This design comes from an exercise in tuning for small area on the open sky130 flow, not from production work. Function was not checked in any run shown here: the RTL went through the layout flow alone. Power is estimated from default activity; no workload was simulated.

## flow/design.v (module list and top-level ports; edited modules follow where they fit)
// module requant_fa: 9 lines
// module requant_ha: 8 lines
// module requant_pp: 6 lines
// module requant: 1568 lines
module requant (
	clk,
	ce,
	rst,
	data_in,
	sync_in,
	gain,
	data_out,
	sync_out,
	addr,
	ovfl
);
  // ...
==> flow/run.sh <==
#!/bin/bash
# synth_recipe.tcl (not shown) runs the flow's synth.tcl, then flattens the netlist and writes it again
# the make line also repeats each setting of config.mk as NAME=value (left out here)
make -C /OpenROAD-flow-scripts/flow DESIGN_CONFIG=/design/flow/config.mk WORK_HOME=/design/flow/orfs CLKGATE_MAP_FILE= SYNTH_SCRIPT=/design/flow/synth_recipe.tcl finish
==> flow/config.mk <==
export PLATFORM = sky130hd
export DESIGN_NAME = requant
export DESIGN_NICKNAME = requant
export VERILOG_FILES = /design/flow/design.v
export SDC_FILE = /design/flow/constraint.sdc
export NUM_CORES = 4
export LEC_CHECK = 0
export CAP_MARGIN = 20
export CORE_MARGIN = 2
export CORE_UTILIZATION = 40
export SLEW_MARGIN = 20
export SYNTH_HIERARCHICAL = 1
export SYNTH_MINIMUM_KEEP_SIZE = 0
==> flow/constraint.sdc <==
create_clock -name core_clock -period 7.0 [get_ports {clk}]
set_input_delay 1.4000 -clock core_clock [delete_from_list [all_inputs] [get_ports {clk}]]
set_output_delay 1.4000 -clock core_clock [all_outputs]
set_load 0.01 [all_outputs]
==> summary.txt, run 1 <==
Clock tree
  – CTS Hold Bufs: 0
  – Clk pin slew, worst setup/hold paths: 0.07 ns
  – H-tree Lvls: 3
  – Clock buffer count from CTS: 9

Power
  – Leak pwr: about 5.8 nW
  – Total power divided by cell area: 336 nW/um^2
  – Comb pwr: 3.11 mW

Floorplan
  – Standard-cell rows: 58
  – IO Pins: 80
  – Starting density of the core: 40.9%

Outcome
  – Outcome: failed layout checks
  – Violated Checks: setup timing

Worst setup path
  – Crit-path cells: buf_2, buf_4, xnor2_2, buf_4, nor2_2, fa_1, fa_1, fa_1, fa_1, fa_1, ha_1, fa_2, fa_2, fa_2, fa_2, fa_2, fa_2, nor4_4, nand3_2, nor4_2, nand4_1
  – Bufs and invs on worst path: 3
  – CP top delay family: adder cells
  – Worst setup endpoint: im_ovp_r$_DFFE_PP_
  – FF-to-FF setup slack: between 4 and 5 ns
  – CP startpoint: data_in[17]

Synth
  – Post-synthesis adder-cell area fraction: a little under half
  – Mean Syn Cell Area: 11.2 um^2
  – EDFF count, synth: between 70 and 80

Placement
  – Placed Cells incl. Taps: 1443
  – Post-place setup slack: -1.25 ns

Final layout
  – Inverter count: 27
  – Signal buffers share of area: 13.8%
  – Largest class: multi-input combinational cells
  – Commonest non-fill, non-tap cell in the layout: nor2_1
  – Layout cells sized above 1: a little under a quarter
  – #MultiIn Comb: 802
  – Seq area share: between 15 and 20%
  – Seq Cell Count: 90
  – Antenna diode instance count: 0
  – Final instance area: 13500 um^2
  – Biggest regs: st2 x17, st3 x17, st4 x17
  – Final nets: 1458

STA
  – Finish-stage setup viols: 2
  – Fin Setup TNS: -0.301 ns
  – Final worst slack: -0.178 ns

GRT
  – Largest net degree at the start of global routing: 57
  – Met3 GRT Util: 2.86%
  – Initial antenna violation count: 1

Routing
  – DRT Wirelength: 24700 um
==> inputs of run 2 (changes only) <==
--- a/flow/design.v
+++ b/flow/design.v
@@ -753,17 +753,17 @@
 	assign re_g387 = re_g373 | (re_p374 & re_g386);
 	assign re_g388 = re_g375 | (re_p376 & re_g387);
 	assign re_g389 = re_g377 | (re_p378 & re_g388);
 	assign re_g390 = re_g379 | (re_p380 & re_g389);
 	assign re_g391 = re_g381 | (re_p382 & re_g390);
 	requant_ha u_re_s392 (.a(re_s239), .b(re_s241), .s(re_s392), .co(re_c393));
 	requant_fa u_re_s394 (.a(re_c242), .b(re_s261), .ci(re_c393), .s(re_s394), .co(re_c395));
 	requant_fa u_re_s396 (.a(re_c262), .b(re_s281), .ci(re_c395), .s(re_s396), .co(re_c397));
-	requant_fa u_re_s398 (.a(re_c282), .b(re_s301), .ci(re_c397), .s(re_s398), .co(re_c399));
+	requant_ha u_re_s398 (.a(re_c282), .b(re_s301), .s(re_s398), .co(re_c399));
 	requant_fa u_re_s400 (.a(re_c302), .b(re_s321), .ci(re_c399), .s(re_s400), .co(re_c401));
 	requant_fa u_re_s402 (.a(re_c322), .b(re_s341), .ci(re_c401), .s(re_s402), .co(re_c403));
 	requant_fa u_re_s404 (.a(re_c342), .b(re_s361), .ci(re_c403), .s(re_s404), .co(re_c405));
 	wire re_ovp = (g[1] & re_po[16]) | (g[2] & re_po[15]) | (g[3] & re_po[14]) | (g[4] & re_po[13]) | (g[5] & re_po[12]) | (g[6] & re_po[11]) | (g[7] & re_po[10]) | (g[8] & re_po[9]) | (g[9] & re_po[8]) | (g[10] & re_po[7]) | re_c344 | re_c346 | re_c348 | re_c350 | re_c352 | re_c354 | re_c356 | re_c358 | re_c360 | re_c362 | re_c405;
 	wire im_s = data_in[17];
 	wire [16:0] im_an = ~(data_in[16:0] ^ {17{im_s}});    
 	wire [16:0] im_a = ~im_an;
 	wire [10:0] im_c = gm1 & {11{im_s & gnz}};
@@ -1464,66 +1464,112 @@
 	assign im_g387 = im_g373 | (im_p374 & im_g386);
 	assign im_g388 = im_g375 | (im_p376 & im_g387);
 	assign im_g389 = im_g377 | (im_p378 & im_g388);
 	assign im_g390 = im_g379 | (im_p380 & im_g389);
 	assign im_g391 = im_g381 | (im_p382 & im_g390);
 	requant_ha u_im_s392 (.a(im_s239), .b(im_s241), .s(im_s392), .co(im_c393));
 	requant_fa u_im_s394 (.a(im_c242), .b(im_s261), .ci(im_c393), .s(im_s394), .co(im_c395));
 	requant_fa u_im_s396 (.a(im_c262), .b(im_s281), .ci(im_c395), .s(im_s396), .co(im_c397));
-	requant_fa u_im_s398 (.a(im_c282), .b(im_s301), .ci(im_c397), .s(im_s398), .co(im_c399));
+	requant_ha u_im_s398 (.a(im_c282), .b(im_s301), .s(im_s398), .co(im_c399));
 	requant_fa u_im_s400 (.a(im_c302), .b(im_s321), .ci(im_c399), .s(im_s400), .co(im_c401));
 	requant_fa u_im_s402 (.a(im_c322), .b(im_s341), .ci(im_c401), .s(im_s402), .co(im_c403));
 	requant_fa u_im_s404 (.a(im_c342), .b(im_s361), .ci(im_c403), .s(im_s404), .co(im_c405));
 	wire im_ovp = (g[1] & im_po[16]) | (g[2] & im_po[15]) | (g[3] & im_po[14]) | (g[4] & im_po[13]) | (g[5] & im_po[12]) | (g[6] & im_po[11]) | (g[7] & im_po[10]) | (g[8] & im_po[9]) | (g[9] & im_po[8]) | (g[10] & im_po[7]) | im_c344 | im_c346 | im_c348 | im_c350 | im_c352 | im_c354 | im_c356 | im_c358 | im_c360 | im_c362 | im_c405;
 	reg re_cin_r;
 	reg re_r10_0;
 	reg re_r11_0;
 	reg re_r12_0;
+	reg re_k13_r;
 	reg re_r13_0;
 	reg re_r14_0;
 	reg re_r15_0;
 	reg re_r16_0;
 	reg re_s_r;
 	reg re_ovp_r;
 	reg im_cin_r;
 	reg im_r10_0;
 	reg im_r11_0;
 	reg im_r12_0;
+	reg im_k13_r;
 	reg im_r13_0;
 	reg im_r14_0;
 	reg im_r15_0;
 	reg im_r16_0;
 	reg im_s_r;
 	reg im_ovp_r;
 	always @(posedge clk)
 		if (ce) begin
 			re_cin_r <= re_g391;
 			re_r10_0 <= re_s392;
 			re_r11_0 <= re_s394;
 			re_r12_0 <= re_s396;
+			re_k13_r <= re_c397;
 			re_r13_0 <= re_s398;
 			re_r14_0 <= re_s400;
 			re_r15_0 <= re_s402;
 			re_r16_0 <= re_s404;
 			re_s_r <= re_s;
 			re_ovp_r <= re_ovp;
 			im_cin_r <= im_g391;
 			im_r10_0 <= im_s392;
 			im_r11_0 <= im_s394;
 			im_r12_0 <= im_s396;
+			im_k13_r <= im_c397;
 			im_r13_0 <= im_s398;
 			im_r14_0 <= im_s400;
 			im_r15_0 <= im_s402;
 			im_r16_0 <= im_s404;
 			im_s_r <= im_s;
 			im_ovp_r <= im_ovp;
 		end
-	wire [8:0] re_f = finish1({re_r16_0, re_r15_0, re_r14_0, re_r13_0, re_r12_0, re_r11_0, re_r10_0}, re_cin_r, re_s_r, re_ovp_r);
-	wire [8:0] im_f = finish1({im_r16_0, im_r15_0, im_r14_0, im_r13_0, im_r12_0, im_r11_0, im_r10_0}, im_cin_r, im_s_r, im_ovp_r);
+	wire re2_s1;
+	wire re2_c2;
+	wire re2_s3;
+	wire re2_c4;
+	wire re2_s5;
+	wire re2_c6;
+	wire re2_s7;
+	wire re2_c8;
+	wire re2_s9;
+	wire re2_c10;
+	wire re2_s11;
+	wire re2_c12;
+	wire re2_s13;
+	wire re2_c14;
+	requant_ha u_re2_s1 (.a(re_cin_r), .b(re_r10_0), .s(re2_s1), .co(re2_c2));
+	requant_ha u_re2_s3 (.a(re_r11_0), .b(re2_c2), .s(re2_s3), .co(re2_c4));
+	requant_ha u_re2_s5 (.a(re_r12_0), .b(re2_c4), .s(re2_s5), .co(re2_c6));
+	requant_fa u_re2_s7 (.a(re_k13_r), .b(re_r13_0), .ci(re2_c6), .s(re2_s7), .co(re2_c8));
+	requant_ha u_re2_s9 (.a(re_r14_0), .b(re2_c8), .s(re2_s9), .co(re2_c10));
+	requant_ha u_re2_s11 (.a(re_r15_0), .b(re2_c10), .s(re2_s11), .co(re2_c12));
+	requant_ha u_re2_s13 (.a(re_r16_0), .b(re2_c12), .s(re2_s13), .co(re2_c14));
+	wire [8:0] re_f = finish2({re2_s13, re2_s11, re2_s9, re2_s7, re2_s5, re2_s3, re2_s1}, re_s_r, re_ovp_r | re2_c14);
+	wire im2_s1;
+	wire im2_c2;
+	wire im2_s3;
+	wire im2_c4;
+	wire im2_s5;
+	wire im2_c6;
+	wire im2_s7;
+	wire im2_c8;
+	wire im2_s9;
+	wire im2_c10;
+	wire im2_s11;
+	wire im2_c12;
+	wire im2_s13;
+	wire im2_c14;
+	requant_ha u_im2_s1 (.a(im_cin_r), .b(im_r10_0), .s(im2_s1), .co(im2_c2));
+	requant_ha u_im2_s3 (.a(im_r11_0), .b(im2_c2), .s(im2_s3), .co(im2_c4));
+	requant_ha u_im2_s5 (.a(im_r12_0), .b(im2_c4), .s(im2_s5), .co(im2_c6));
+	requant_fa u_im2_s7 (.a(im_k13_r), .b(im_r13_0), .ci(im2_c6), .s(im2_s7), .co(im2_c8));
+	requant_ha u_im2_s9 (.a(im_r14_0), .b(im2_c8), .s(im2_s9), .co(im2_c10));
+	requant_ha u_im2_s11 (.a(im_r15_0), .b(im2_c10), .s(im2_s11), .co(im2_c12));
+	requant_ha u_im2_s13 (.a(im_r16_0), .b(im2_c12), .s(im2_s13), .co(im2_c14));
+	wire [8:0] im_f = finish2({im2_s13, im2_s11, im2_s9, im2_s7, im2_s5, im2_s3, im2_s1}, im_s_r, im_ovp_r | im2_c14);
 	function automatic [8:0] finish1;
 		input [6:0] q0;
 		input cin, s, ovp;
 		reg [7:0] v, r;
 		reg [8:0] cy;
 		reg ov;
 		integer k;
 		begin
==> run 2 against run 1 <==
  * Now clean on timing, DRC and antenna
  * Flip-flop and latch count is 2 higher
  * Total power is 6.3% lower
  * Clock power is 6.6% lower
  * Critical endpoint is now re_ovp_r$_DFFE_PP_
  * Largest cell class unchanged
  * Largest power group unchanged
==> summary.txt, run 2 <==
STA
  – Finish-stage setup viols: 0 (was 2)
  – Final Max Slew Viols: 0 (unchanged)
  – FMAX: 146 MHz (was 139 MHz)
  – Period utilisation layout: 97.9% (was 103%)
  – Worst slew pin tran: 0.875 ns (was 0.812 ns)
  – WHS: 0.332 ns (was 0.330 ns)
  – Min Clock Period, post-route: 6.85 ns (was 7.18 ns)
  – Slew margin rel.: 41.5% (was 45.7%)
  – Fin. Hold Viols: 0 (unchanged)
  – Final worst slack: 0.145 ns (was -0.178 ns)
  – Clock Skew: 0.0203 ns (was 0.00997 ns)

Floorplan
  – Core box area: 26000 um^2 (was 25300 um^2)
  – Starting density of the core: 40.5% (was 40.9%)
  – Horiz. Die Dim: 166 um (was 165 um)
  – Standard-cell rows: 59 (was 58)
  – Die area: 27600 um^2 (was 27200 um^2)
  – Die Y: 166 um (was 165 um)
  – IO Pins: 80 (unchanged)

Clock tree
  – CTS sink count: 92 (was 90)
  – Clock buffer count from CTS: 9 (unchanged)
  – Root buf cell: clkbuf_16 (unchanged)
  – Clk pin slew, worst setup/hold paths: 0.08 ns (was 0.07 ns)
  – H-tree Lvls: 3 (unchanged)
  – CTS tree: yes (unchanged)
  – Clk latency of the worst-skew pair: 0.36 ns (was 0.35 ns)
  – Clock Tree Buf Depth: 2 (unchanged)

Worst setup path
  – Crit path arrival time: 6.96 ns (was 7.28 ns)
  – Worst path required time: 7.10 ns (about the same)
  – Most frequent CP cell: fa_2 (unchanged)
  – CP top delay family: adder cells (unchanged)
  – Worst path max stage delay: 0.53 ns (was 0.51 ns)
  – Worst Setup Start Kind: input port (unchanged)
  – Crit Path Max Fanout: 4 (unchanged)
  – Critical path type: in2reg (unchanged)
  – CP Capture Type: register (unchanged)
  – Crit-path slowest cell: clkdlybuf4s50_1 (was fa_1)
  – Bufs and invs on worst path: 2 (was 3)
  – Crit-path cells: clkdlybuf4s50_1, xor2_2, inv_2, nor2_1, fa_1, fa_2, fa_2, fa_1, fa_1, ha_1, ha_2, fa_2, fa_2, fa_2, nor4_2, nand3_1, nor4_2, nand4_1 (was buf_2, buf_4, xnor2_2, buf_4, nor2_2, fa_1, fa_1, fa_1, fa_1, fa_1, ha_1, fa_2, fa_2, fa_2, fa_2, fa_2, fa_2, nor4_4, nand3_2, nor4_2, nand4_1)

Power
  – Total Power: 4.26 mW (was 4.55 mW)
  – Worst VDD drop: 0.000201 V (was 0.000281 V)
  – Leak pwr: 6.05 nW (was 5.77 nW)
  – Total power divided by cell area: 311 nW/um^2 (was 336 nW/um^2)

Job
  – # Max-Cap Violations: 0 (unchanged)

Final layout
  – Biggest regs: st2 x17, st3 x17, st4 x17 (unchanged)
  – Fillers: 2305 (was 2238)
  – Final nets: 1492 (was 1458)
  – Antenna diode instance count: 0 (unchanged)
  – Final non-filler cell total: 1502 (was 1476)
  – Commonest non-fill, non-tap cell in the layout: nor2_1 (unchanged)
  – Final Util: 52.6% (was 53.3%)
  – Area growth, synth to finish: 29.9% (was 30.3%)
  – Layout cells sized above 1: 20.5% (was 23.2%)
  – Most frequent cells in the layout: nor2_1, fa_1, buf_4 (unchanged)
  – FF/Latch Area: 2570 um^2 (was 2510 um^2)
  – Multi-input gate area: 8210 um^2 (was 8310 um^2)

GRT
  – Largest net degree at the start of global routing: 56 (was 57)
  – Initial antenna violation count: 0 (was 1)
  – Global-route wire length before repair: 41300 um (was 41500 um)
  – Global-route usage over all layers: 18.6% (was 20.0%)
  – Vias in the first global route: 7999 (was 8138)
  – GRT overflow: 0 (unchanged)

Placement
  – PortBufs: 79 (unchanged)
  – Post-place setup slack: -0.701 ns (was -1.25 ns)
  – DP HPWL: 20100 um (was 20500 um)
  – Placed Cells incl. Taps: 1476 (was 1443)
  – Gpl congestion: 0.864 (was 0.875)

Routing
  – Vias post-DR: 7581 (was 7532)
  – Routed length per instance: 16.7 um (was 16.8 um)
  – Via/cell ratio: 5.05 (was 5.10)
  – Starting DRT DRC Count: 446 (was 471)
  – Drt pass-1 iters: 5 (unchanged)
  – Antenna Nets Post-Route: 0 (unchanged)
  – DRT Wirelength: 25100 um (was 24700 um)
  – Drt drc: 0 (unchanged)

Synth
  – Synth Cell Area: 10500 um^2 (was 10400 um^2)
  – Post-Synthesis Cells: 933 (was 929)
  – Most numerous cell in the Yosys netlist: nor2_1 (unchanged)
  – Share of flip-flops with an asynchronous set or reset: 0% (unchanged)
  – Largest area contributor in the netlist: fa_1 (unchanged)
  – Count of state elements after synthesis: 92 (was 90)
  – EDFF count, synth: 73 (was 71)
  – Predominant post-synthesis flop cell: edfxtp_1 (unchanged)
  – Sequential fraction of the synthesis area: 24.4% (was 24.2%)
  – Synthesis warning total: 7 (unchanged)
  – Net count after synthesis: 1262 (was 1246)
  – Synth top area share: 39.9% (was 40.5%)
  – Mean Syn Cell Area: 11.3 um^2 (was 11.2 um^2)
  – Area contributors post-synth: fa_1, edfxtp_1, nor2_1 (unchanged)
  – Synth top cells by count: nor2_1, fa_1, edfxtp_1 (unchanged)
  – Count of unique library cells instantiated by Yosys: 41 (was 48)

Min path
  – Min-Delay Path Class: reg2reg (unchanged)

Outcome
  – Outcome: finished clean (was failed layout checks)
-- run 2: changes by cell type after synthesis, moves of 3 or more --
| cell | change |
|---|---|
| xor2_1 | -4 |
| nand4_1 | -4 |
| nor2_1 | -3 |
| a21o_1 | +3 |
| ha_1 | +12 |
-- run 2: final cells by class --
type / count / share of cell area, %
inverters: 22 / 0.622
well taps: 335 / 3.06
repair buffers: 230 / 15.5
multi-input cells: 808 / 60.1
clock inverters: 5 / 0.293
clock buffers: 10 / 1.67
flip-flops and latches: 92 / 18.8
-- run 2: path summary, 6_finish.rpt --
check	start	endpoint	slack (ns)	depth (start not counted)
setup / recovery	data_in[27]	re_ovp_r$_DFFE_PP_	0.15	18
hold / removal	sync_fifo[1]$_DFF_P_	sync_fifo[0]$_DFF_P_	0.33	0
setup reg to reg	im_cin_r$_DFFE_PP_	st2[0]$_DFFE_PP_	3.71	10
hold reg to reg	sync_fifo[1]$_DFF_P_	sync_fifo[0]$_DFF_P_	0.33	0
-- run 2: cells by family after synthesis --
kind of cell / count (synthesis) / synth area share, %
muxes: 7 / 0.689
xor gates and xnor gates: 57 / 4.74
buffers and inverters: 33 / 1.35
DFF: 92 / 24.4
adders and majority gates: 282 / 48.4
and+or+nand+nor: 397 / 16.1
AOI/OAI and AO/OA: 65 / 4.25
-- run 2: what timing repair did --
| action | 4_1_cts | 5_1_grt |
|---|---|---|
| setup endpoints to repair | 2 | 2 |
| cloned | 0 | 2 |
| gates resized for setup | 3 | 80 |
| hold buffers | 0 | 0 |
| pin swaps | 0 | 22 |
| hold endpoints to repair | 0 | 0 |
| setup buffers | 0 | 9 |
-- run 2: stage by stage --
stage	setup TNS (ns)	area, um^2
after global placement	-1.16	12900
after CTS	-0.228	13200
after floorplan	0	10600
after detailed placement	-1.31	12900
final	0	13700
after global routing	-0.0409	13700
-- run 2: per-module statistics from Yosys (local to each module, per instance) --
module / cells inside / area, um^2 / times used
requant: 411 / 4730 / 1
requant_fa: 1 / 20.0 / 210
requant_ha: 1 / 12.5 / 48
requant_pp: 1 / 3.75 / 264
-- run 2: where the power goes --
group / switching [mW] / internal (mW)
Clock: 0.211 / 0.240
Combinational: 1.45 / 1.39
Sequential: 0.0403 / 0.924
Total: 1.71 / 2.55
-- run 2: per-layer routing --
layer | up-vias | share of wire, % | GRT usage, %
met5 | - | 0 | 0
met4 | 0 | 1.4 | 4.54
met3 | 23 | 4.2 | 2.17
met2 | 208 | 48 | 30.3
met1 | 3803 | 46 | 27.0
li1 | 3547 | - | -
==> inputs of run 3 (changes only) <==
--- a/flow/config.mk
+++ b/flow/config.mk
@@ -8,6 +8,7 @@
 export CAP_MARGIN = 20
 export CORE_MARGIN = 2
 export CORE_UTILIZATION = 40
+export GPL_TIMING_DRIVEN = 0
 export SLEW_MARGIN = 20
 export SYNTH_HIERARCHICAL = 1
 export SYNTH_MINIMUM_KEEP_SIZE = 0
==> run 3 against run 2 <==
  * The layout now fails its checks (setup timing)
  * Clock-buffer cell count rose by 1
  * Die area did not move
  * Cell count fell by 4.0%
  * Synthesized cell count did not move
  * Critical path depth fell by 1
==> summary.txt, run 3 <==
STA
  – Worst slew pin tran: 0.784 ns (was 0.875 ns)
  – Fin. Hold Viols: 0 (unchanged)
  – Finish-stage setup viols: 1 (was 0)
  – Min Clock Period, post-route: 7.07 ns (was 6.85 ns)
  – Period utilisation layout: 101% (was 97.9%)
  – Slew margin rel.: 47.5% (was 41.5%)
  – WHS: 0.327 ns (was 0.332 ns)
  – Final Max Slew Viols: 0 (unchanged)
  – FMAX: 141 MHz (was 146 MHz)
  – RSZ-0062 raised after global routing: yes
  – Fin Setup TNS: -0.0725 ns (was 0 ns)
  – Final worst slack: -0.0725 ns (was 0.145 ns)
  – Clock Skew: 0.00615 ns (was 0.0203 ns)

Job
  – # Max-Cap Violations: 0 (unchanged)

Placement
  – Gpl congestion: 0.834 (was 0.864)
  – PortBufs: 79 (unchanged)
  – DP HPWL: 18100 um (was 20100 um)
  – Placed Cells incl. Taps: 1349 (was 1476)

Power
  – Reg power frac: 22.7% (about the same)
  – Combinational Power Share: 66.1% (was 66.7%)
  – Net Sw Power: 1.69 mW (was 1.71 mW)
  – Internal power: 2.54 mW (was 2.55 mW)
  – Worst VDD drop: 0.000270 V (was 0.000201 V)
  – Leak pwr: 5.75 nW (was 6.05 nW)
  – Clk network pwr share: 11.2% (was 10.6%)
  – Total power divided by cell area: 316 nW/um^2 (was 311 nW/um^2)
  – Total Power: 4.23 mW (was 4.26 mW)
  – Sw Ratio: 40.0% (about the same)

Synth
  – Count of state elements after synthesis: 92 (unchanged)
  – Synth Cell Area: 10500 um^2 (unchanged)
  – Post-Synthesis Cells: 933 (unchanged)
  – Synthesis warning total: 7 (unchanged)
  – Largest area contributor in the netlist: fa_1 (unchanged)
  – Count of unique library cells instantiated by Yosys: 41 (unchanged)
  – Net count after synthesis: 1262 (unchanged)
  – Share of flip-flops with an asynchronous set or reset: 0% (unchanged)
  – Predominant post-synthesis flop cell: edfxtp_1 (unchanged)
  – Sequential fraction of the synthesis area: 24.4% (unchanged)
  – Most numerous cell in the Yosys netlist: nor2_1 (unchanged)
  – Area contributors post-synth: fa_1, edfxtp_1, nor2_1 (unchanged)
  – Synth top cells by count: nor2_1, fa_1, edfxtp_1 (unchanged)
  – EDFF count, synth: 73 (unchanged)
  – Mean Syn Cell Area: 11.3 um^2 (unchanged)
  – Synth top area share: 39.9% (unchanged)

Outcome
  – Violated Checks: setup timing
  – Outcome: failed layout checks (was finished clean)

Final layout
  – Fillers: 2277 (was 2305)
  – Biggest regs: st2 x17, st3 x17, st4 x17 (unchanged)
  – Commonest non-fill, non-tap cell in the layout: nor2_1 (unchanged)
  – Final non-filler cell total: 1442 (was 1502)
  – Most frequent cells in the layout: nor2_1, fa_1, edfxtp_1 (was nor2_1, fa_1, buf_4)
  – Final nets: 1430 (was 1492)
  – Final Util: 51.6% (was 52.6%)
  – Area growth, synth to finish: 27.3% (was 29.9%)
  – Layout cells sized above 1: 15.4% (was 20.5%)

GRT
  – Global-route usage over all layers: 19.5% (was 18.6%)
  – Initial antenna violation count: 1 (was 0)
  – Largest net degree at the start of global routing: 59 (was 56)
  – GRT overflow: 0 (unchanged)
  – Vias in the first global route: 8290 (was 7999)
  – Global-route wire length before repair: 43000 um (was 41300 um)

Routing
  – Drt pass-1 iters: 5 (unchanged)
  – DRT Wirelength: 26000 um (was 25100 um)
  – Routed length per instance: 18.0 um (was 16.7 um)
  – Via/cell ratio: 5.31 (was 5.05)
  – Starting DRT DRC Count: 518 (was 446)
  – Antenna Nets Post-Route: 0 (unchanged)
  – Vias post-DR: 7662 (was 7581)
  – Drt drc: 0 (unchanged)

Floorplan
  – Standard-cell rows: 59 (unchanged)
  – Die area: 27600 um^2 (unchanged)
  – Die Y: 166 um (unchanged)
  – IO Pins: 80 (unchanged)
  – Core box area: 26000 um^2 (unchanged)
  – Starting density of the core: 40.5% (unchanged)
  – Horiz. Die Dim: 166 um (unchanged)

Clock tree
  – Root buf cell: clkbuf_16 (unchanged)
  – Clock Tree Buf Depth: 2 (unchanged)
  – CTS sink count: 92 (unchanged)
  – Clk latency of the worst-skew pair: 0.33 ns (was 0.36 ns)
  – CTS tree: yes (unchanged)
  – H-tree Lvls: 3 (unchanged)
  – Clock buffer count from CTS: 9 (unchanged)
  – Clk pin slew, worst setup/hold paths: 0.07 ns (was 0.08 ns)

Worst setup path
  – Critical path type: in2reg (unchanged)
  – Crit path arrival time: 7.07 ns (was 6.96 ns)
  – Worst path required time: 7.00 ns (was 7.10 ns)
  – CP Capture Type: register (unchanged)
  – Worst Setup Start Kind: input port (unchanged)
  – Crit Path Max Fanout: 3 (was 4)

Min path
  – Min-Delay Path Class: reg2reg (unchanged)
-- run 3: changes by cell type in the layout (fill, tap and decap cells not counted), moves of 6 or more --
cell	delta
fa_2	-10
buf_4	-69
inv_1	-10
clkbuf_1	+7
xnor2_4	+11
dlygate4sd2_1	+19
dlymetal6s2s_1	-11
clkdlybuf4s50_1	-9
xnor2_1	-7
fa_1	+10
nor2_1	+8
clkinvlp_4	+6
-- run 3: path summary, 6_finish.rpt --
check | to | cells past startpoint | slack (ns) | startpoint
max | im_ovp_r$_DFFE_PP_ | 17 | -0.07 | data_in[12]
min | sync_fifo[0]$_DFF_P_ | 0 | 0.33 | sync_fifo[1]$_DFF_P_
max reg2reg | st2[1]$_DFFE_PP_ | 10 | 3.80 | im_cin_r$_DFFE_PP_
min reg2reg | sync_fifo[0]$_DFF_P_ | 0 | 0.33 | sync_fifo[1]$_DFF_P_
-- run 3: cells by family after synthesis --
logic type | count (synthesis) | synth area share [%]
AND/OR/NAND/NOR | 397 | 16.1
adder cells (fa/ha/maj) | 282 | 48.4
XOR/XNOR | 57 | 4.74
AO/OA/AOI/OAI | 65 | 4.25
flip-flops | 92 | 24.4
buffers and inverters | 33 | 1.35
multiplexers | 7 | 0.689
-- run 3: power by group through the flow --
stage,logic [mW],registers [mW],clock network (mW)
final,2.80,0.959,0.476
after global routing,3.30,0.974,0.513
after CTS,2.84,0.962,0.493
after detailed placement,2.67,0.974,0
after global placement,2.63,0.972,0
after floorplan,1.92,0.962,0
-- run 3: final cells by class --
type	count	area [um^2]	share of cell area [%]
sequential	92	2570	19.2
timing repair inverter	5	40.0	0.299
antenna	1	2.50	0.0187
timing repair buffer	152	1430	10.6
inverter	22	206	1.54
clock buffer	11	233	1.74
tap	335	419	3.13
buffer	11	125	0.934
multi-input combinational	808	8320	62.1
clock inverter	5	60.1	0.448
-- run 3: metrics by stage --
stage          setup WS [ns]  cell area (um^2)
5_1_grt               -0.231             13400
3_5_place_dp           -1.83             11900
4_1_cts              -0.0109             13300
3_3_place_gp           -1.97             11800
2_1_floorplan        0.00976             10600
6_report             -0.0725             13400
-- run 3: worst max-delay path, stage by stage --
cell and delay, ns:
clkdlybuf4s50_1 0.64, xnor2_4 0.16, nor2_1 0.08, fa_1 0.59, fa_1 0.44, fa_1 0.39
fa_1 0.50, fa_1 0.41, ha_1 0.29, ha_1 0.19, fa_1 0.38, fa_1 0.40
fa_2 0.38, nor4_1 0.17, nand3_1 0.18, nor4_2 0.21, nand4_1 0.27
-- run 3: per-layer routing --
metal	global-route usage (%)	vias to the layer above	wire [um]
met5	0	-	0
met4	6.00	0	664
met3	4.03	53	2130
met2	31.0	333	12100
met1	27.3	3843	11100
li1	-	3433	-
-- run 3: what timing repair did --
| action | CTS | global route |
|---|---|---|
| setup endpoints to repair | 7 | 2 |
| endpoints found under the hold margin | 0 | 0 |
| hold buffers | 0 | 0 |
| cloned | 5 | 0 |
| resized for setup | 120 | 9 |
| setup buffers | 71 | 0 |
| pin swaps | 28 | 3 |
-- run 3: modules after synthesis (local to each module, per instance) --
module      area (um^2)  cells
requant            4730    411
requant_fa         20.0      1
requant_ha         12.5      1
requant_pp         3.75      1

==> re-timing with driven ports <==
How much do the figures lean on ideal ports? The routed layouts below were timed once more, with nothing changed but the port constraints.
Step 1 (the two cells are an assumption about what drives the block):
set clk [get_ports {clk}]
set_driving_cell -lib_cell sky130_fd_sc_hd__clkbuf_16 $clk
set_driving_cell -lib_cell sky130_fd_sc_hd__buf_2 [delete_from_list [all_inputs] $clk]
Step 2 also shifts input and output timing later by t, the mid clock arrival at the registers, as if the neighbouring blocks saw the same clock.
Three values: ideal ports, drivers, drivers and shift; two values: the first two.
| run | t, ns | slack for setup (ns) | worst setup path after step 2 |
|---|---|---|---|
| run 1 | 0.391 | -0.178 / -0.153 / -0.543 | input to register |
| run 2 | 0.392 | 0.145 / 0.166 / -0.226 | input to register |
| run 3 | 0.367 | -0.072 / -0.067 / -0.434 | input to register |
With both steps, setup timing fails in run 2, where it was met with ideal ports. For run 2, which loses most, drivers alone change the setup slack by +0.021 ns; drivers and shift together by -0.371 ns.
